This design comes from an exercise in tuning for small area and a short achievable clock period on the open sky130 flow, not from production work.
Where RTL was checked, it was by simulation tests only, not by an equivalence proof against the original.
The RTL of run 1 was laid out without a check of its function.
No activity file was given, so power comes from the tool's default toggle rates.

==> flow/design.v, too long to show whole: its modules and the start of the top module <==
// module SCPU: 946 lines
module SCPU(
    clk, rst_n, in_valid, instruction, MEM_out,
    busy, out_valid,
    out0, out1, out2, out3, out4, out5, out6, out7,
    out8, out9, out10, out11, out12, out13, out14, out15,
    WEN, ADDR, MEM_in
);
  // ...
==> flow/flow/run.sh <==
#!/bin/bash
# The standard layout (standard.sh, standard synthesis included), except that
# the input and output ports are buffered with plain buffers (buf_1) instead of
# the delay cells buffer_ports picks by default. The make output goes to
# standard.log; ORFS keeps each tool's own log under orfs/logs/.
set -euo pipefail
export BUFFER_PORTS_ARGS="-buffer_cell sky130_fd_sc_hd__buf_1"
bash standard.sh > standard.log 2>&1
==> flow/standard.sh <==
#!/bin/bash
# synth_recipe.tcl (not shown) runs the flow's synth.tcl, then flattens the netlist and writes it again
# the make line also repeats each setting of config.mk as NAME=value (left out here)
make -C /OpenROAD-flow-scripts/flow DESIGN_CONFIG=/design/flow/config.mk WORK_HOME=/design/flow/orfs CLKGATE_MAP_FILE= SYNTH_SCRIPT=/design/flow/synth_recipe.tcl "${@:-finish}"
==> flow/config.mk <==
export PLATFORM = sky130hd
export DESIGN_NAME = SCPU
export DESIGN_NICKNAME = SCPU
export VERILOG_FILES = /design/flow/design.v
export SDC_FILE = /design/flow/constraint.sdc
export NUM_CORES = 4
export LEC_CHECK = 0
export ABC_AREA = 1
export CAP_MARGIN = 20
export CORE_MARGIN = 2
export CORE_UTILIZATION = 40
export CTS_CLUSTER_DIAMETER = 100
export CTS_CLUSTER_SIZE = 16
export SETUP_SLACK_MARGIN = 4.1
export SLEW_MARGIN = 20
==> flow/constraint.sdc <==
create_clock -name core_clock -period 6.8 [get_ports {clk}]
set_input_delay 1.3600 -clock core_clock [delete_from_list [all_inputs] [get_ports {clk}]]
set_output_delay 1.3600 -clock core_clock [all_outputs]
set_load 0.01 [all_outputs]
==> reports/qor.yml, run 1 <==
status: "timing/DRC/antenna clean"
comb_cell_power_uw: 7020
synth.most_common_cell: "nand2_1"
hold_slack_ns: 0.323
synth-xor-area-share_pct: 4.84
peakVddDrop_v: 0.000224
reg2reg_to: "mq_13"
internal-power_uw: 8320
clock_area_share_pct: 3.69
dr_wl_met2_mm: 62.5
rows: 101
critical_path_class: "register to register"
areaGrowthSynthToFinish_pct: 16.3
critPathLaunch: "btwo3[5]"
core_area_mm2: 0.0756
dr.pass1.iters: 6
drc: 0
crit_fanout: 5
cts_made_buffers: 44
setup_violations: 0
seq_share_pct: 37.8
highest_layer: "met5"
clk-power_uw: 2590
overflow: 0
rsz0062_at_grt: "yes"
==> run 2: changes to the inputs <==
--- a/flow/design.v
+++ b/flow/design.v
@@ -873,74 +873,108 @@
 wire n_278 = n_55 ^ n_240;
 wire n_279 = n_56 ^ n_242;
 wire n_280 = n_57 ^ n_244;
 wire n_281 = n_58 ^ n_246;
 wire n_282 = n_59 ^ n_248;
 wire [31:0] prod4 = {n_282, n_281, n_280, n_279, n_278, n_277, n_276, n_275, n_274, n_273, n_272, n_271, n_270, n_269, n_268, n_267, n_266, n_265, n_264, n_263, n_262, n_261, n_260, n_259, n_258, n_257, n_256, n_255, n_254, n_253, n_252, n_28};
 wire [15:0] resd_n = ld4 ? MEM_out : (mul4 ? prod4[31:16] : alu4);
 wire [15:0] resl_n = mul4 ? prod4[15:0] : {15'd0, ~alu4[0]};
-reg v5;
-reg [15:0] wl5, wd5;
+reg v5, wrd5, wrl5;
+reg [3:0] d5a, d5b, l5a, l5b;
 reg [15:0] resd5, resl5;
 always @(posedge clk or negedge rst_n)
     if (!rst_n) begin
-        v5 <= 1'b0; wl5 <= 16'd0; wd5 <= 16'd0;
+        v5 <= 1'b0; wrd5 <= 1'b0; wrl5 <= 1'b0;
     end else begin
-        v5 <= v4;
-        wl5 <= {15'd0, wrl4} << l4;
-        wd5 <= ({15'd0, wrd4} << d4) & ~({15'd0, wrl4} << l4);
+        v5 <= v4; wrd5 <= wrd4 & ~(wrl4 & (d4 == l4)); wrl5 <= wrl4;
     end
 always @(posedge clk) begin
+    d5a <= 4'd1 << d4[1:0];
+    d5b <= 4'd1 << d4[3:2];
+    l5a <= 4'd1 << l4[1:0];
+    l5b <= 4'd1 << l4[3:2];
     resd5 <= resd_n;
     resl5 <= resl_n;
 end
 always @(posedge clk or negedge rst_n)
     if (!rst_n) out_valid <= 1'b0; else out_valid <= v5;
+wire wl_0 = wrl5 & l5a[0] & l5b[0];
+wire wd_0 = wrd5 & d5a[0] & d5b[0];
 always @(posedge clk or negedge rst_n)
     if (!rst_n) out0 <= 16'd0;
-    else out0 <= ({16{wl5[0]}} & resl5) | ({16{wd5[0]}} & resd5) | ({16{~(wl5[0] | wd5[0])}} & out0);
+    else out0 <= ({16{wl_0}} & resl5) | ({16{wd_0}} & resd5) | ({16{~(wl_0 | wd_0)}} & out0);
+wire wl_1 = wrl5 & l5a[1] & l5b[0];
+wire wd_1 = wrd5 & d5a[1] & d5b[0];
 always @(posedge clk or negedge rst_n)
     if (!rst_n) out1 <= 16'd0;
-    else out1 <= ({16{wl5[1]}} & resl5) | ({16{wd5[1]}} & resd5) | ({16{~(wl5[1] | wd5[1])}} & out1);
+    else out1 <= ({16{wl_1}} & resl5) | ({16{wd_1}} & resd5) | ({16{~(wl_1 | wd_1)}} & out1);
+wire wl_2 = wrl5 & l5a[2] & l5b[0];
+wire wd_2 = wrd5 & d5a[2] & d5b[0];
 always @(posedge clk or negedge rst_n)
     if (!rst_n) out2 <= 16'd0;
-    else out2 <= ({16{wl5[2]}} & resl5) | ({16{wd5[2]}} & resd5) | ({16{~(wl5[2] | wd5[2])}} & out2);
+    else out2 <= ({16{wl_2}} & resl5) | ({16{wd_2}} & resd5) | ({16{~(wl_2 | wd_2)}} & out2);
+wire wl_3 = wrl5 & l5a[3] & l5b[0];
+wire wd_3 = wrd5 & d5a[3] & d5b[0];
 always @(posedge clk or negedge rst_n)
     if (!rst_n) out3 <= 16'd0;
-    else out3 <= ({16{wl5[3]}} & resl5) | ({16{wd5[3]}} & resd5) | ({16{~(wl5[3] | wd5[3])}} & out3);
+    else out3 <= ({16{wl_3}} & resl5) | ({16{wd_3}} & resd5) | ({16{~(wl_3 | wd_3)}} & out3);
+wire wl_4 = wrl5 & l5a[0] & l5b[1];
+wire wd_4 = wrd5 & d5a[0] & d5b[1];
 always @(posedge clk or negedge rst_n)
     if (!rst_n) out4 <= 16'd0;
-    else out4 <= ({16{wl5[4]}} & resl5) | ({16{wd5[4]}} & resd5) | ({16{~(wl5[4] | wd5[4])}} & out4);
+    else out4 <= ({16{wl_4}} & resl5) | ({16{wd_4}} & resd5) | ({16{~(wl_4 | wd_4)}} & out4);
+wire wl_5 = wrl5 & l5a[1] & l5b[1];
+wire wd_5 = wrd5 & d5a[1] & d5b[1];
 always @(posedge clk or negedge rst_n)
     if (!rst_n) out5 <= 16'd0;
-    else out5 <= ({16{wl5[5]}} & resl5) | ({16{wd5[5]}} & resd5) | ({16{~(wl5[5] | wd5[5])}} & out5);
+    else out5 <= ({16{wl_5}} & resl5) | ({16{wd_5}} & resd5) | ({16{~(wl_5 | wd_5)}} & out5);
+wire wl_6 = wrl5 & l5a[2] & l5b[1];
+wire wd_6 = wrd5 & d5a[2] & d5b[1];
 always @(posedge clk or negedge rst_n)
     if (!rst_n) out6 <= 16'd0;
-    else out6 <= ({16{wl5[6]}} & resl5) | ({16{wd5[6]}} & resd5) | ({16{~(wl5[6] | wd5[6])}} & out6);
+    else out6 <= ({16{wl_6}} & resl5) | ({16{wd_6}} & resd5) | ({16{~(wl_6 | wd_6)}} & out6);
+wire wl_7 = wrl5 & l5a[3] & l5b[1];
+wire wd_7 = wrd5 & d5a[3] & d5b[1];
 always @(posedge clk or negedge rst_n)
     if (!rst_n) out7 <= 16'd0;
-    else out7 <= ({16{wl5[7]}} & resl5) | ({16{wd5[7]}} & resd5) | ({16{~(wl5[7] | wd5[7])}} & out7);
+    else out7 <= ({16{wl_7}} & resl5) | ({16{wd_7}} & resd5) | ({16{~(wl_7 | wd_7)}} & out7);
+wire wl_8 = wrl5 & l5a[0] & l5b[2];
+wire wd_8 = wrd5 & d5a[0] & d5b[2];
 always @(posedge clk or negedge rst_n)
     if (!rst_n) out8 <= 16'd0;
-    else out8 <= ({16{wl5[8]}} & resl5) | ({16{wd5[8]}} & resd5) | ({16{~(wl5[8] | wd5[8])}} & out8);
+    else out8 <= ({16{wl_8}} & resl5) | ({16{wd_8}} & resd5) | ({16{~(wl_8 | wd_8)}} & out8);
+wire wl_9 = wrl5 & l5a[1] & l5b[2];
+wire wd_9 = wrd5 & d5a[1] & d5b[2];
 always @(posedge clk or negedge rst_n)
     if (!rst_n) out9 <= 16'd0;
-    else out9 <= ({16{wl5[9]}} & resl5) | ({16{wd5[9]}} & resd5) | ({16{~(wl5[9] | wd5[9])}} & out9);
+    else out9 <= ({16{wl_9}} & resl5) | ({16{wd_9}} & resd5) | ({16{~(wl_9 | wd_9)}} & out9);
+wire wl_10 = wrl5 & l5a[2] & l5b[2];
+wire wd_10 = wrd5 & d5a[2] & d5b[2];
 always @(posedge clk or negedge rst_n)
     if (!rst_n) out10 <= 16'd0;
-    else out10 <= ({16{wl5[10]}} & resl5) | ({16{wd5[10]}} & resd5) | ({16{~(wl5[10] | wd5[10])}} & out10);
+    else out10 <= ({16{wl_10}} & resl5) | ({16{wd_10}} & resd5) | ({16{~(wl_10 | wd_10)}} & out10);
+wire wl_11 = wrl5 & l5a[3] & l5b[2];
+wire wd_11 = wrd5 & d5a[3] & d5b[2];
 always @(posedge clk or negedge rst_n)
     if (!rst_n) out11 <= 16'd0;
-    else out11 <= ({16{wl5[11]}} & resl5) | ({16{wd5[11]}} & resd5) | ({16{~(wl5[11] | wd5[11])}} & out11);
+    else out11 <= ({16{wl_11}} & resl5) | ({16{wd_11}} & resd5) | ({16{~(wl_11 | wd_11)}} & out11);
+wire wl_12 = wrl5 & l5a[0] & l5b[3];
+wire wd_12 = wrd5 & d5a[0] & d5b[3];
 always @(posedge clk or negedge rst_n)
     if (!rst_n) out12 <= 16'd0;
-    else out12 <= ({16{wl5[12]}} & resl5) | ({16{wd5[12]}} & resd5) | ({16{~(wl5[12] | wd5[12])}} & out12);
+    else out12 <= ({16{wl_12}} & resl5) | ({16{wd_12}} & resd5) | ({16{~(wl_12 | wd_12)}} & out12);
+wire wl_13 = wrl5 & l5a[1] & l5b[3];
+wire wd_13 = wrd5 & d5a[1] & d5b[3];
 always @(posedge clk or negedge rst_n)
     if (!rst_n) out13 <= 16'd0;
-    else out13 <= ({16{wl5[13]}} & resl5) | ({16{wd5[13]}} & resd5) | ({16{~(wl5[13] | wd5[13])}} & out13);
+    else out13 <= ({16{wl_13}} & resl5) | ({16{wd_13}} & resd5) | ({16{~(wl_13 | wd_13)}} & out13);
+wire wl_14 = wrl5 & l5a[2] & l5b[3];
+wire wd_14 = wrd5 & d5a[2] & d5b[3];
 always @(posedge clk or negedge rst_n)
     if (!rst_n) out14 <= 16'd0;
-    else out14 <= ({16{wl5[14]}} & resl5) | ({16{wd5[14]}} & resd5) | ({16{~(wl5[14] | wd5[14])}} & out14);
+    else out14 <= ({16{wl_14}} & resl5) | ({16{wd_14}} & resd5) | ({16{~(wl_14 | wd_14)}} & out14);
+wire wl_15 = wrl5 & l5a[3] & l5b[3];
+wire wd_15 = wrd5 & d5a[3] & d5b[3];
 always @(posedge clk or negedge rst_n)
     if (!rst_n) out15 <= 16'd0;
-    else out15 <= ({16{wl5[15]}} & resl5) | ({16{wd5[15]}} & resd5) | ({16{~(wl5[15] | wd5[15])}} & out15);
+    else out15 <= ({16{wl_15}} & resl5) | ({16{wd_15}} & resd5) | ({16{~(wl_15 | wd_15)}} & out15);
 endmodule
--- a/flow/config.mk
+++ b/flow/config.mk
@@ -6,10 +6,10 @@
 export NUM_CORES = 4
 export LEC_CHECK = 0
 export ABC_AREA = 1
 export CAP_MARGIN = 20
 export CORE_MARGIN = 2
 export CORE_UTILIZATION = 40
 export CTS_CLUSTER_DIAMETER = 100
 export CTS_CLUSTER_SIZE = 16
-export SETUP_SLACK_MARGIN = 4.1
+export SETUP_SLACK_MARGIN = 4.0
 export SLEW_MARGIN = 20
==> reports/qor.yml, run 2 <==
status: "timing/DRC/antenna clean"  # unchanged
netlist_area_mm2: 0.0301  # was 0.0304 mm²
crit_path_max_incr_delay_ns: 0.49  # was 0.56 ns
peakVddDrop_v: 0.000251  # was 0.000224 V
setup_violations: 0  # unchanged
antenna_found_initial: 1  # was 4
dp_hpwl_mm: 98.0  # was 107 mm
num-fill-cells: 7271  # was 7,433
total_power_uw: 15100  # was 15,600 µW
die_x_um: 278  # was 280 µm
top_register: "i1"  # unchanged
fin_tns_setup_ns: 0  # unchanged
clock_latency_ns: 0.61  # was 0.63 ns
hold_class: "register to register"  # unchanged
r2r_slack_ns: 4.03  # was 4.06 ns
crit_path_end_kind: "output pin"  # was register
power_density_mw_per_mm2: 444  # was 443 mW/mm²
critical_path_class: "register to output pin"  # was register to register
arrival_ns: 1.45  # was 3.22 ns
hold_depth: 0  # unchanged
overflow: 0  # unchanged
final_common_cell: "nand2_1"  # unchanged
required_ns: 5.44  # was 7.28 ns
ys_types: 63  # was 59
ios: 326  # unchanged
synth_top_area_share_pct: 22.3  # was 24.5%
post-route-period-util_pct: 41.3  # was 40.3%
grt_pass1_vias: 26251  # was 27.3k
cts_tree: "yes"  # unchanged
first_iter_violations: 3469  # was 4,212
clockBufferDepth: 3  # unchanged
gp_congestion: 1.02  # about the same
vias: 28723  # was 29.2k
start_util_pct: 40.4  # was 40.2%
wl_per_cell_um: 27.8  # was 29.9 µm
crit_fanout: 4  # was 5
max_freq_ghz: 0.356  # was 0.365 GHz
yosysTopAreaCell: "dfrtp_1"  # unchanged
wirelength_mm: 131  # was 144 mm
synth_seq_cells: 570  # was 584
synth_nets: 3674  # was 3,711
cts_made_buffers: 42  # was 44
cts.sinks: 570  # was 584
die_h_um: 278  # was 280 µm
met3WireLength_mm: 15.9  # was 16.6 mm
synthMuxAreaShare_pct: 0.150  # was 0.198%
synth-xor-area-share_pct: 4.92  # was 4.84%
yosys_warnings: 1  # unchanged
ys.flop_type: "dfxtp_1"  # was dfrtp_1
synth.most_common_cell: "nand2_1"  # unchanged
hold_viol_final: 0  # unchanged
design.die.area_mm2: 0.0774  # was 0.0782 mm²
drc: 0  # unchanged
wl_met1_mm: 52.4  # was 54.2 mm
areaGrowthSynthToFinish_pct: 13.3  # was 16.3%
yosysSeqAreaShare_pct: 42.4  # was 43.4%
synth_adder_area_share_pct: 10.3  # was 10.2%
startpoint_type: "register"  # unchanged
synth-async-reset-ratio_pct: 47.2  # was 51.2%
path_cells: "buf_1"  # was clkinvlp_4, o22ai_1, xor2_1, fa_1, inv_1, fa_1, fa_1
largest_reg_flops: 19  # unchanged
r2r_cells: 7  # unchanged
p_leak_uw: 0.0153  # was 0.0156 µW
cp_top_family: "flip-flops"  # was adder cells
portBuffers: 324  # unchanged
grt_usage_pct: 32.5  # was 35.7%
tightest_slew_ns: 1.06  # was 1.27 ns
cap_violations: 0  # unchanged
synthTopCellsByArea: "dfrtp_1, dfxtp_1, nand2_1"  # unchanged
worstReg2RegStart: "bone3[7]"  # was btwo3[5]
maxSlewHeadroom_pct: 29.4  # was 15.3%
finalCriticalPeriod_ns: 2.81  # was 2.74 ns
hold_start: "i1[6]"  # was i1[18]
synth-simple-area-share_pct: 18.3  # was 14.5%
synth_top_family_by_area: "simple AND/OR/NAND/NOR gates"  # was compound AO/OA/AOI/OAI gates
drv_slew: 0  # unchanged
grt_max_degree: 114  # unchanged
synth_common_cells: "nand2_1, inv_1, dfxtp_1, dfrtp_1, o221ai_1"  # was nand2_1, inv_1, o21ai_0, dfrtp_1, dfxtp_1
skew_ns: 0.0280  # was 0.0500 ns
clk_pin_slew_ns: 0.08  # about the same
synth_enable_flop_cells: 0  # unchanged
core_area_mm2: 0.0744  # was 0.0756 mm²
critPathBufInv: 1  # was 2
rsz0062_at_grt: "yes"  # unchanged
grt_pass1_wl_mm: 186  # was 201 mm
reg2reg_to: "mq_19"  # was mq_13
crit_slowest_cell: "dfrtp_1"  # was fa_1
cts_root_buf: "clkbuf_16"  # unchanged
synth-compound-area-share_pct: 16.2  # was 19.2%
dr.pass1.iters: 6  # unchanged
synth_cells: 3442  # was 3,479
avgSynthCellArea_um2: 8.74  # about the same
holdPathEnd: "imm2[6]"  # was op2[2]
final_cell_mix: "nand2_1, buf_1, inv_1"  # was nand2_1, o21ai_0, inv_1
highest_layer: "met5"  # unchanged
fin_nets: 3948  # was 4,023
rows: 100  # was 101
ant_nets: 0  # unchanged
layout-drive-gt1-share_pct: 9.35  # was 13.7%
post_drt_via_cell_ratio: 6.09  # was 6.08
dr_wl_met2_mm: 54.3  # was 62.5 mm
h-tree-depth: 2  # unchanged
## run 2: cell count changes after synthesis, moves of 7 or more
cell / previous run / this run
nand3_2: 4 / 23
buf_4: 1 / 8
o221ai_1: 1 / 257
nor2_1: 191 / 170
nand4_1: 50 / 42
nor3_1: 45 / 23
dfxtp_1: 285 / 301
inv_1: 342 / 314
dfrtp_1: 298 / 268
clkbuf_1: 126 / 117
nand2_1: 608 / 892
a22oi_1: 256 / 0
o21ai_0: 325 / 56
## run 2: power by group
part,switching [µW],internal (µW)
Clock,1280,1200
Sequential,1450,4330
Combinational,4390,2470
Total,7120,8000
## run 2: cell families (layout without fill, tap and decap cells)
family                     after synthesis  in the layout
and+or+nand+nor                       1310           1311
other                                    1              2
DFF                                    570            570
muxes                                    3              3
buffers and inverters                  548            850
AOI/OAI and AO/OA                      647            647
adders and majority gates              194            194
xor gates and xnor gates               169            169
## run 2: per-layer routing
metal | vias up | global-route usage [%]
li1 | 12307 | -
met1 | 13990 | 44.9
met2 | 2040 | 47.1
met3 | 384 | 8.40
met4 | 2 | 16.4
met5 | - | 0
## run 2: stage by stage
step / hold slack, ns / setup slack [ns] / area [µm²] / utilization [%] / cells
after global routing: 0.331 / 3.96 / 34100 / 45.8 / 4714
after global placement: 0.310 / 3.66 / 31600 / 42.5 / 4549
after detailed placement: 0.312 / 3.60 / 31600 / 42.5 / 4549
final: 0.326 / 3.99 / 34100 / 45.8 / 4715
after floorplan: 0.310 / 4.06 / 30100 / - / 3442
after CTS: 0.326 / 3.98 / 33300 / 44.8 / 4652
## run 2: worst max-delay path by stage
stage	start	end	slack [ns]	cells after the start
2_1_floorplan	A3[6]	mq_16	4.06	8
3_3_place_gp	rs_oh2[8]	ADDR[12]	3.66	13
3_5_place_dp	bneg3[1]	mq_61	3.60	6
4_1_cts	bone3[6]	mq_19	3.98	7
5_1_grt	out2[3]	ADDR[12]	3.96	17
6_report	out1[6]	out1[6]	3.99	1
## run 2: final cells by class
class / instances / area (µm²) / share of cell area [%]
repair buffers: 431 / 2130 / 6.25
diodes: 1 / 2.50 / 0.00735
inverters: 343 / 1410 / 4.15
repair inverters: 3 / 17.5 / 0.0514
multi-input cells: 2325 / 15200 / 44.6
clock inverters: 6 / 55.1 / 0.162
flip-flops and latches: 570 / 12900 / 37.8
clock buffers: 67 / 1180 / 3.45
well taps: 969 / 1210 / 3.56
## run 2: timing repair
item | 4_1_cts | 5_1_grt
hold buffers | 0 | 0
endpoints found under the setup margin | 43 | 77
pin swaps | 8 | 16
buffers inserted | 29 | 59
resized for setup | 72 | 89
gates cloned | 1 | 3
hold endpoints to repair | 0 | 0
==> run 3: changes to the inputs <==
--- a/flow/config.mk
+++ b/flow/config.mk
@@ -12,4 +12,5 @@
 export CTS_CLUSTER_DIAMETER = 100
 export CTS_CLUSTER_SIZE = 16
-export SETUP_SLACK_MARGIN = 4.0
+export PLACE_DENSITY = 0.8
+export SETUP_SLACK_MARGIN = 4.1
 export SLEW_MARGIN = 20
==> reports/qor.yml, run 3 <==
status: "timing/DRC/antenna clean"  # unchanged
grt_pass1_vias: 26988  # was 26.3k
crit_path_end_kind: "register"  # was output pin
first_iter_violations: 5279  # was 3,469
ys_types: 63  # unchanged
start_util_pct: 40.4  # unchanged
rows: 100  # unchanged
wl_per_cell_um: 29.2  # was 27.8 µm
clk_pin_slew_ns: 0.07  # was 0.08 ns
antenna_found_initial: 7  # was 1
synth_top_area_share_pct: 22.3  # unchanged
stdcell_count: 4739  # was 4,715
diodes: 0  # was 1
wirelength_mm: 138  # was 131 mm
fin_nets: 3978  # was 3,948
arrival_ns: 3.36  # was 1.45 ns
max_freq_ghz: 0.347  # was 0.356 GHz
synth_nets: 3674  # unchanged
core_area_mm2: 0.0744  # unchanged
h-tree-depth: 2  # unchanged
synth_seq_cells: 570  # unchanged
yosysSeqAreaShare_pct: 42.4  # unchanged
required_ns: 7.28  # was 5.44 ns
grt_max_degree: 105  # was 114
synth_cells: 3442  # unchanged
place_inst: 4550  # was 4,549
yosysTopAreaCell: "dfrtp_1"  # unchanged
grt_pass1_wl_mm: 190  # was 186 mm
die_h_um: 278  # unchanged
p_switching_uw: 7480  # was 7120 µW
dr.pass1.iters: 12  # was 6
startpoint_type: "register"  # unchanged
dp_hpwl_mm: 98.5  # was 98.0 mm
clock_latency_ns: 0.62  # was 0.61 ns
p_sw_share_pct: 47.8  # was 47.1%
synth.most_common_cell: "nand2_1"  # unchanged
crit_fanout: 7  # was 4
ys.flop_type: "dfxtp_1"  # unchanged
internal-power_uw: 8160  # was 8000 µW
seq_power_share_pct: 38.0  # was 38.2%
die_x_um: 278  # unchanged
cap_violations: 0  # unchanged
portBuffers: 324  # unchanged
yosys_warnings: 1  # unchanged
hold_viol_final: 0  # unchanged
p_leak_uw: 0.0154  # was 0.0153 µW
cts_tree: "yes"  # unchanged
skew_ns: 0.0529  # was 0.0280 ns
final_cell_mix: "nand2_1, buf_1, inv_1"  # unchanged
ant_nets: 0  # unchanged
tightest_slew_ns: 1.26  # was 1.06 ns
cts_root_buf: "clkbuf_16"  # unchanged
power_density_mw_per_mm2: 451  # was 444 mW/mm²
synthTopCellsByArea: "dfrtp_1, dfxtp_1, nand2_1"  # unchanged
num-fill-cells: 6802  # was 7,271
ios: 326  # unchanged
avgSynthCellArea_um2: 8.74  # unchanged
drv_slew: 0  # unchanged
design.die.area_mm2: 0.0774  # unchanged
post-route-period-util_pct: 42.3  # was 41.3%
maxSlewHeadroom_pct: 13.9  # was 29.4%
hold_class: "register to register"  # unchanged
finalCriticalPeriod_ns: 2.88  # was 2.81 ns
grt_usage_pct: 33.5  # was 32.5%
cts_made_buffers: 41  # was 42
gp_congestion: 1.02  # about the same
fin_tns_setup_ns: 0  # unchanged
drc: 0  # unchanged
synth_enable_flop_cells: 0  # unchanged
top_register: "i1"  # unchanged
peakVddDrop_v: 0.000247  # was 0.000251 V
post_drt_via_cell_ratio: 6.33  # was 6.09
synth-async-reset-ratio_pct: 47.2  # unchanged
rsz0062_at_grt: "yes"  # unchanged
vias: 29980  # was 28.7k
final_common_cell: "nand2_1"  # unchanged
netlist_area_mm2: 0.0301  # unchanged
setup_violations: 0  # unchanged
critical_path_class: "register to register"  # was register to output pin
layout-drive-gt1-share_pct: 13.7  # was 9.35%
largest_reg_flops: 19  # unchanged
fin_util_pct: 46.6  # was 45.8%
overflow: 0  # unchanged
combinationalPowerShare_pct: 46.7  # was 45.4%
p_clk_share_pct: 15.3  # was 16.4%
areaGrowthSynthToFinish_pct: 15.4  # was 13.3%
clockBufferDepth: 3  # unchanged
synth_common_cells: "nand2_1, inv_1, dfxtp_1, dfrtp_1, o221ai_1"  # unchanged
total_power_uw: 15600  # was 15,100 µW
cts.sinks: 570  # unchanged
run 3: cell counts after synthesis:
No cell type changed its count.
run 3: what timing repair did:
| action | 4_1_cts | 5_1_grt |
|---|---|---|
| hold buffers | 0 | 0 |
| cloned | 2 | 3 |
| setup buffers | 59 | 58 |
| pin swaps | 19 | 54 |
| endpoints found under the setup margin | 102 | 168 |
| gates resized for setup | 156 | 176 |
| endpoints found under the hold margin | 0 | 0 |
run 3: logic make-up after synthesis:
logic type	count (synthesis)	share of synthesized area, %
other cells	1	0.0125
buf+inv	548	7.70
fa+ha+maj	194	10.3
mux	3	0.150
flops	570	42.4
compound gates	647	16.2
xor+xnor	169	4.92
simple gates	1310	18.3
run 3: path summary, 6_finish.rpt:
path	from	endpoint	slack [ns]	cells after the start
worst max-delay path	bone3[6]	mq_13	3.92	7
worst min-delay path	ld3	ld4	0.31	0
worst max register to register	bone3[6]	mq_13	3.92	7
worst min register to register	ld3	ld4	0.31	0
max in group asynchronous	rst_n	out6[5]	4.44	2
min in group asynchronous	rst_n	out8[0]	0.89	1
run 3: power by group through the flow:
stage	clock (µW)	sequential (µW)	combinational, µW
finish	2400	5940	7310
global route	2520	5910	7940
CTS	2400	5730	6560
detailed placement	0	5730	6240
global placement	0	5730	5990
floorplan	0	5210	4120
run 3: metal layers:
metal	track usage, %	routed length (µm)	vias up
li1	-	-	12329
met1	43.7	51000	14337
met2	46.7	55400	2674
met3	12.4	20100	626
met4	21.0	11900	14
met5	0	85	-
run 3: layout make-up:
cell class	instances	area, µm²	share of cell area [%]
clock buffers	65	1140	3.28
clock inverters	2	17.5	0.0505
inverters	343	1450	4.16
multi-input cells	2324	15500	44.7
flip-flops and latches	570	13000	37.3
well taps	969	1210	3.49
repair buffers	461	2410	6.95
repair inverters	5	30.0	0.0865
run 3: stage by stage:
stage	cell area (µm²)	worst slack (ns)	hold WS, ns
after floorplan	30100	4.08	0.310
after global placement	31600	3.62	0.311
after detailed placement	31600	3.55	0.312
after CTS	33600	4.07	0.324
after global routing	34700	3.92	0.326
final	34700	3.92	0.315
run 3: critical path: stages, from the launching register on:
cell        delay [ns]
dfxtp_2           0.36
clkinvlp_4        0.22
o22ai_1           0.41
xor2_1            0.17
fa_1              0.55
inv_1             0.06
fa_1              0.50
fa_1              0.48
==> run 4: changes to the inputs <==
--- a/flow/config.mk
+++ b/flow/config.mk
@@ -12,5 +12,5 @@
 export CTS_CLUSTER_DIAMETER = 100
 export CTS_CLUSTER_SIZE = 16
-export PLACE_DENSITY = 0.8
+export PLACE_DENSITY = 0.45
 export SETUP_SLACK_MARGIN = 4.1
 export SLEW_MARGIN = 20
==> reports/qor.yml, run 4 <==
grt_pass1_vias: 27853  # was 27.0k
status: "timing/DRC/antenna clean"  # unchanged
setup_violations: 0  # unchanged
synth_common_cells: "nand2_1, inv_1, dfxtp_1, dfrtp_1, o221ai_1"  # unchanged
crit_fanout: 5  # was 7
areaGrowthSynthToFinish_pct: 16.3  # was 15.4%
antenna_found_initial: 2  # was 7
grt_usage_pct: 36.7  # was 33.5%
ys_types: 63  # unchanged
h-tree-depth: 2  # unchanged
drv_slew: 0  # unchanged
cts.sinks: 570  # unchanged
num-fill-cells: 7280  # was 6,802
yosys_warnings: 1  # unchanged
wl_per_cell_um: 30.7  # was 29.2 µm
clock_latency_ns: 0.63  # was 0.62 ns
peakVddDrop_v: 0.000212  # was 0.000247 V
skew_ns: 0.0424  # was 0.0529 ns
largest_reg_flops: 19  # unchanged
tightest_slew_ns: 1.27  # was 1.26 ns
post-route-period-util_pct: 40.3  # was 42.3%
required_ns: 7.27  # was 7.28 ns
grt_max_degree: 137  # was 105
worstReg2RegStart: "btwo3[5]"  # was bone3[6]
netlist_area_mm2: 0.0301  # unchanged
synth_nets: 3674  # unchanged
p_clk_share_pct: 16.1  # was 15.3%
met3WireLength_mm: 12.7  # was 20.1 mm
crit_slowest_cell: "xor2_1"  # was fa_1
synth_top_area_share_pct: 22.3  # unchanged
design.die.area_mm2: 0.0774  # unchanged
drc: 0  # unchanged
maxSlewHeadroom_pct: 15.2  # was 13.9%
critPathLaunch: "btwo3[5]"  # was bone3[6]
ys.flop_type: "dfxtp_1"  # unchanged
synth-async-reset-ratio_pct: 47.2  # unchanged
crit_path_max_incr_delay_ns: 0.45  # was 0.55 ns
crit_path_end_kind: "register"  # unchanged
hold_start: "d3[3]"  # was ld3
cts_tree: "yes"  # unchanged
seq_power_share_pct: 36.6  # was 38.0%
first_iter_violations: 3392  # was 5,279
p_leak_uw: 0.0155  # was 0.0154 µW
internal-power_uw: 8300  # was 8160 µW
holdBufCountCts: 0  # unchanged
startpoint_type: "register"  # unchanged
cts_made_buffers: 42  # was 41
synth.most_common_cell: "nand2_1"  # unchanged
grt_pass1_wl_mm: 207  # was 190 mm
wl_met1_mm: 58.3  # was 51.0 mm
ant_nets: 0  # unchanged
yosysSeqAreaShare_pct: 42.4  # unchanged
layout-drive-gt1-share_pct: 14.0  # was 13.7%
fin_nets: 3997  # was 3,978
p_sw_share_pct: 47.2  # was 47.8%
highest_layer: "met4"  # was met5
rsz0062_at_grt: "yes"  # unchanged
multi_input_area_mm2: 0.0156  # was 0.0155 mm²
portBuffers: 324  # unchanged
r2r_slack_ns: 4.06  # was 3.92 ns
path_cells: "clkinvlp_4, buf_4, buf_4, o22ai_1, xor2_1, xor2_1, fa_1, inv_1, fa_1"  # was clkinvlp_4, o22ai_1, xor2_1, fa_1, inv_1, fa_1, fa_1
arrival_ns: 3.21  # was 3.36 ns
clk_pin_slew_ns: 0.07  # about the same
layout_setup_ws_ns: 4.06  # was 3.92 ns
synth_enable_flop_cells: 0  # unchanged
pre_cts_slack_ns: 3.41  # was 3.55 ns
wirelength_mm: 146  # was 138 mm
synthTopCellsByArea: "dfrtp_1, dfxtp_1, nand2_1"  # unchanged
p_switching_uw: 7420  # was 7480 µW
critical_path_class: "register to register"  # unchanged
yosysTopAreaCell: "dfrtp_1"  # unchanged
dr.pass1.iters: 5  # was 12
combinationalPowerShare_pct: 47.3  # was 46.7%
top_register: "i1"  # unchanged
gp_congestion: 0.983  # was 1.02
synth_cells: 3442  # unchanged
finalCriticalPeriod_ns: 2.74  # was 2.88 ns
dp_hpwl_mm: 108  # was 98.5 mm
ios: 326  # unchanged
overflow: 0  # unchanged
final_cell_mix: "nand2_1, buf_1, inv_1"  # unchanged
dr_wl_met2_mm: 68.0  # was 55.4 mm
post_drt_via_cell_ratio: 6.04  # was 6.33
cap_violations: 0  # unchanged
cts_root_buf: "clkbuf_16"  # unchanged
ff_latch_area_mm2: 0.0129  # was 0.0130 mm²
power_density_mw_per_mm2: 449  # was 451 mW/mm²
synth_seq_cells: 570  # unchanged
final_common_cell: "nand2_1"  # unchanged
die_x_um: 278  # unchanged
rows: 100  # unchanged
start_util_pct: 40.4  # unchanged
clockBufferDepth: 3  # unchanged
max_freq_ghz: 0.365  # was 0.347 GHz
hold_viol_final: 0  # unchanged
fin_tns_setup_ns: 0  # unchanged
vias: 28762  # was 30.0k
die_h_um: 278  # unchanged
avgSynthCellArea_um2: 8.74  # unchanged
hold_class: "register to register"  # unchanged
core_area_mm2: 0.0744  # unchanged
## run 4: repair_timing
item,CTS,global route
setup buffers,92,24
gates resized for setup,174,165
pin swaps,16,37
setup endpoints to repair,104,84
cloned,5,2
## run 4: area by class of cell
cell class	instances	area share [%]
Inverter	343	4.14
Timing Repair Buffer	477	7.17
Clock buffer	70	3.46
Clock inverter	3	0.0931
Timing Repair inverter	7	0.136
Sequential cell	570	37.0
Tap cell	969	3.47
Antenna cell	1	0.00716
Multi-Input combinational cell	2324	44.5
## run 4: final timing paths
kind,to,depth (start not counted)
max,mq_7,9
min,d4[3],0
max reg2reg,mq_7,9
min reg2reg,d4[3],0
max in group asynchronous,out7[12],2
min in group asynchronous,out_valid,1
## run 4: cells by family (layout without fill, tap and decap cells)
group                    count (synthesis)  after routing  share of synthesized area (%)
AO/OA/AOI/OAI                          647            647                           16.2
XOR/XNOR                               169            169                           4.92
adder cells (fa/ha/maj)                194            194                           10.3
buffers and inverters                  548            900                           7.70
flip-flops                             570            570                           42.4
multiplexers                             3              3                          0.150
other                                    1              2                         0.0125
AND/OR/NAND/NOR                       1310           1310                           18.3
## run 4: through the flow
step	utilization (%)	area, µm²	hold WS (ns)	std cells	power (µW)
final	47.0	35000	0.321	4764	15700
after global routing	47.0	35000	0.334	4763	16700
after CTS	45.9	34200	0.327	4737	15200
after detailed placement	42.7	31800	0.312	4567	12100
after global placement	42.7	31800	0.310	4567	12000
after floorplan	-	30100	0.310	3442	9340
## run 4: layer usage
metal	global-route usage, %	up-vias
met5	0	-
met4	15.1	0
met3	7.58	370
met2	59.9	1671
met1	47.4	14331
li1	-	12390
## run 4: power by group through the flow
| stage | combinational (µW) | clock (µW) | sequential, µW |
|---|---|---|---|
| CTS | 6970 | 2550 | 5670 |
| global placement | 6370 | 0 | 5670 |
| finish | 7430 | 2520 | 5760 |
| floorplan | 4120 | 0 | 5210 |
| detailed placement | 6490 | 0 | 5660 |
| global route | 8190 | 2680 | 5800 |
## run 4: worst max-delay path, delay by kind of cell, from the launching register on
kind            cells  cell delay, ns
flops               1            0.41
compound gates      1            0.18
xor+xnor            2            0.70
fa+ha+maj           2            0.74
buf+inv             4            0.59
==> run 5: changes to the inputs <==
--- a/flow/config.mk
+++ b/flow/config.mk
@@ -12,5 +12,4 @@
 export CTS_CLUSTER_DIAMETER = 100
 export CTS_CLUSTER_SIZE = 16
-export PLACE_DENSITY = 0.45
 export SETUP_SLACK_MARGIN = 4.1
 export SLEW_MARGIN = 20
==> reports/qor.yml, run 5 <==
clk_pin_slew_ns: 0.07  # about the same
required_ns: 5.44  # was 7.27 ns
cp_top_family: "flip-flops"  # was adder cells
maxSlewHeadroom_pct: 22.2  # was 15.2%
yosysSeqAreaShare_pct: 42.4  # unchanged
hold_class: "register to register"  # unchanged
stdcell_count: 4743  # was 4,764
power_density_mw_per_mm2: 442  # was 449 mW/mm²
synth_enable_flop_cells: 0  # unchanged
path_cells: "buf_4, buf_1"  # was clkinvlp_4, buf_4, buf_4, o22ai_1, xor2_1, xor2_1, fa_1, inv_1, fa_1
synth_common_cells: "nand2_1, inv_1, dfxtp_1, dfrtp_1, o221ai_1"  # unchanged
r2r_slack_ns: 4.08  # was 4.06 ns
diodes: 0  # was 1
overflow: 0  # unchanged
gp_congestion: 1.01  # was 0.983
yosys_warnings: 1  # unchanged
holdBufCountCts: 0  # unchanged
netlist_area_mm2: 0.0301  # unchanged
combinationalPowerShare_pct: 46.0  # was 47.3%
cts_root_buf: "clkbuf_16"  # unchanged
clock_latency_ns: 0.63  # about the same
grt_usage_pct: 33.0  # was 36.7%
worstReg2RegStart: "bone3[5]"  # was btwo3[5]
die_h_um: 278  # unchanged
die_x_um: 278  # unchanged
h-tree-depth: 2  # unchanged
skew_ns: 0.0587  # was 0.0424 ns
internal-power_uw: 8170  # was 8300 µW
rows: 100  # unchanged
drv_slew: 0  # unchanged
cts.sinks: 570  # unchanged
setup_violations: 0  # unchanged
cts_made_buffers: 43  # was 42
post_drt_via_cell_ratio: 6.08  # was 6.04
hold_depth: 0  # unchanged
status: "timing/DRC/antenna clean"  # unchanged
place_inst: 4556  # was 4,567
cts_tree: "yes"  # unchanged
wl_per_cell_um: 27.9  # was 30.7 µm
cap_violations: 0  # unchanged
first_iter_violations: 3806  # was 3,392
fin_nets: 3976  # was 3,997
critical_path_class: "register to output pin"  # was register to register
hold_viol_final: 0  # unchanged
ant_nets: 0  # unchanged
antenna_found_initial: 0  # was 2
vias: 28827  # about the same
dp_hpwl_mm: 97.7  # was 108 mm
synthTopCellsByArea: "dfrtp_1, dfxtp_1, nand2_1"  # unchanged
tightest_slew_ns: 1.14  # was 1.27 ns
core_area_mm2: 0.0744  # unchanged
synth.most_common_cell: "nand2_1"  # unchanged
final_common_cell: "nand2_1"  # unchanged
synth_nets: 3674  # unchanged
total_power_uw: 15400  # was 15,700 µW
p_clk_share_pct: 16.1  # about the same
synth-async-reset-ratio_pct: 47.2  # unchanged
drc: 0  # unchanged
avgSynthCellArea_um2: 8.74  # unchanged
holdPathEnd: "imm2[6]"  # was d4[3]
hold_start: "i1[6]"  # was d3[3]
post-route-period-util_pct: 40.3  # about the same
final_cell_mix: "nand2_1, inv_1, buf_1"  # was nand2_1, buf_1, inv_1
startpoint_type: "register"  # unchanged
start_util_pct: 40.4  # unchanged
clockBufferDepth: 3  # unchanged
synth_top_area_share_pct: 22.3  # unchanged
yosysTopAreaCell: "dfrtp_1"  # unchanged
ios: 326  # unchanged
rsz0062_at_grt: "yes"  # unchanged
peakVddDrop_v: 0.000229  # was 0.000212 V
portBuffers: 324  # unchanged
arrival_ns: 1.38  # was 3.21 ns
synth_seq_cells: 570  # unchanged
crit_fanout: 4  # was 5
fin_tns_setup_ns: 0  # unchanged
areaGrowthSynthToFinish_pct: 15.8  # was 16.3%
design.die.area_mm2: 0.0774  # unchanged
crit_path_max_incr_delay_ns: 0.42  # was 0.45 ns
synth_cells: 3442  # unchanged
seq_power_share_pct: 37.9  # was 36.6%
dr.pass1.iters: 7  # was 5
finalCriticalPeriod_ns: 2.74  # about the same
largest_reg_flops: 19  # unchanged
max_freq_ghz: 0.365  # about the same
wirelength_mm: 132  # was 146 mm
p_switching_uw: 7210  # was 7420 µW
crit_slowest_cell: "dfrtp_1"  # was xor2_1
grt_max_degree: 174  # was 137
layout_setup_ws_ns: 4.06  # about the same
grt_pass1_vias: 26569  # was 27.9k
critPathBufInv: 2  # was 4
grt_pass1_wl_mm: 188  # was 207 mm
layout-drive-gt1-share_pct: 13.5  # was 14.0%
p_sw_share_pct: 46.9  # was 47.2%
pre_cts_slack_ns: 3.57  # was 3.41 ns
r2r_cells: 7  # was 9
ys_types: 63  # unchanged
crit_path_end_kind: "output pin"  # was register
reg2reg_to: "mq_19"  # was mq_7
top_register: "i1"  # unchanged
p_leak_uw: 0.0155  # about the same
ys.flop_type: "dfxtp_1"  # unchanged
-- run 5: cell count changes in the layout (fill, tap and decap cells not counted), sizes merged --
cell      delta
diode        -1
buf         -31
inv          +9
clkinvlp     +3
clkbuf       +7
clkinv       -8
-- run 5: how the worst max path moves through the flow --
stage	from	end	slack, ns	cells past startpoint
after floorplan	A3[3]	mq_16	4.08	8
after global placement	rs_oh2[2]	ADDR[12]	3.66	16
after detailed placement	rs_oh2[2]	ADDR[12]	3.57	16
after CTS	btwo3[3]	mq_19	4.01	7
after global routing	bone3[5]	mq_19	4.01	7
final	out0[5]	out0[5]	4.06	2
-- run 5: layer usage --
| layer | global-route usage (%) | part of all wire (%) | wire length, µm |
|---|---|---|---|
| met1 | 45.3 | 40 | 52900 |
| met2 | 47.4 | 41 | 54800 |
| met3 | 7.87 | 12 | 15700 |
| met4 | 19.0 | 6.8 | 9070 |
| met5 | 0 | 0 | 0 |
-- run 5: stage by stage --
stage | util, % | instance area, µm² | hold slack (ns)
after floorplan | - | 30100 | 0.310
after CTS | 45.4 | 33800 | 0.325
after global routing | 46.8 | 34800 | 0.335
final | 46.8 | 34800 | 0.323
after detailed placement | 42.6 | 31700 | 0.312
after global placement | 42.6 | 31700 | 0.310
-- run 5: layout make-up --
type                    count  area (µm²)
repair buffers            454        2320
repair inverters            8        57.6
clock buffers              69        1170
well taps                 969        1210
flip-flops and latches    570       13000
inverters                 343        1460
clock inverters             6        81.3
fillers                  7230       39600
multi-input cells        2324       15600
-- run 5: cells by family after synthesis --
group | after synthesis | share of synthesized area (%)
adders and majority gates | 194 | 10.3
buffers and inverters | 548 | 7.70
xor gates and xnor gates | 169 | 4.92
muxes | 3 | 0.150
DFF | 570 | 42.4
and+or+nand+nor | 1310 | 18.3
AOI/OAI and AO/OA | 647 | 16.2
other | 1 | 0.0125
-- run 5: repair_timing --
| item | 4_1_cts | 5_1_grt |
|---|---|---|
| hold endpoints to repair | 0 | 0 |
| gates resized for setup | 170 | 180 |
| setup endpoints to repair | 98 | 108 |
| pin swaps | 14 | 51 |
| buffers inserted | 58 | 46 |
| gates cloned | 7 | 1 |
-- run 5: power by group through the flow --
stage	sequential, µW	combinational [µW]	clock [µW]
finish	5830	7070	2480
floorplan	5210	4120	0
CTS	5710	6560	2500
detailed placement	5700	6240	0
global route	5850	7850	2630
global placement	5700	6130	0

## separate check: timing with driven ports
The flow's constraints put no driver on any port. The routed layouts listed below were extracted and timed again, unchanged, in two steps. Step 1 assumes that a clkbuf_16 drives the clock port and a buf_2 every other input. Step 2 moves the port delays by t, midway between the first and last clock arrival at a register: inputs arrive t later, outputs are due t later. That takes back most of the time a late clock gives input paths. Three values: ideal, step 1, step 2; two values: the first two.
run	t, ns	setup slack, ns	worst slew at a driven data input, ns
run 1	0.684	4.063 / 4.002 / 4.049	0.05
run 2	0.673	3.993 / 3.920 / 4.033	0.07
run 3	0.664	3.921 / 3.921 / 3.831	0.05
run 4	0.680	4.057 / 4.033 / 4.057	0.06
run 5	0.674	4.059 / 3.985 / 3.772	0.07
After both steps setup and hold are still met in every run listed. The setup slack of run 5, which loses most, moves by -0.074 ns with the drivers and by -0.287 ns with both steps. The worst setup slack also covers recovery checks on asynchronous resets.
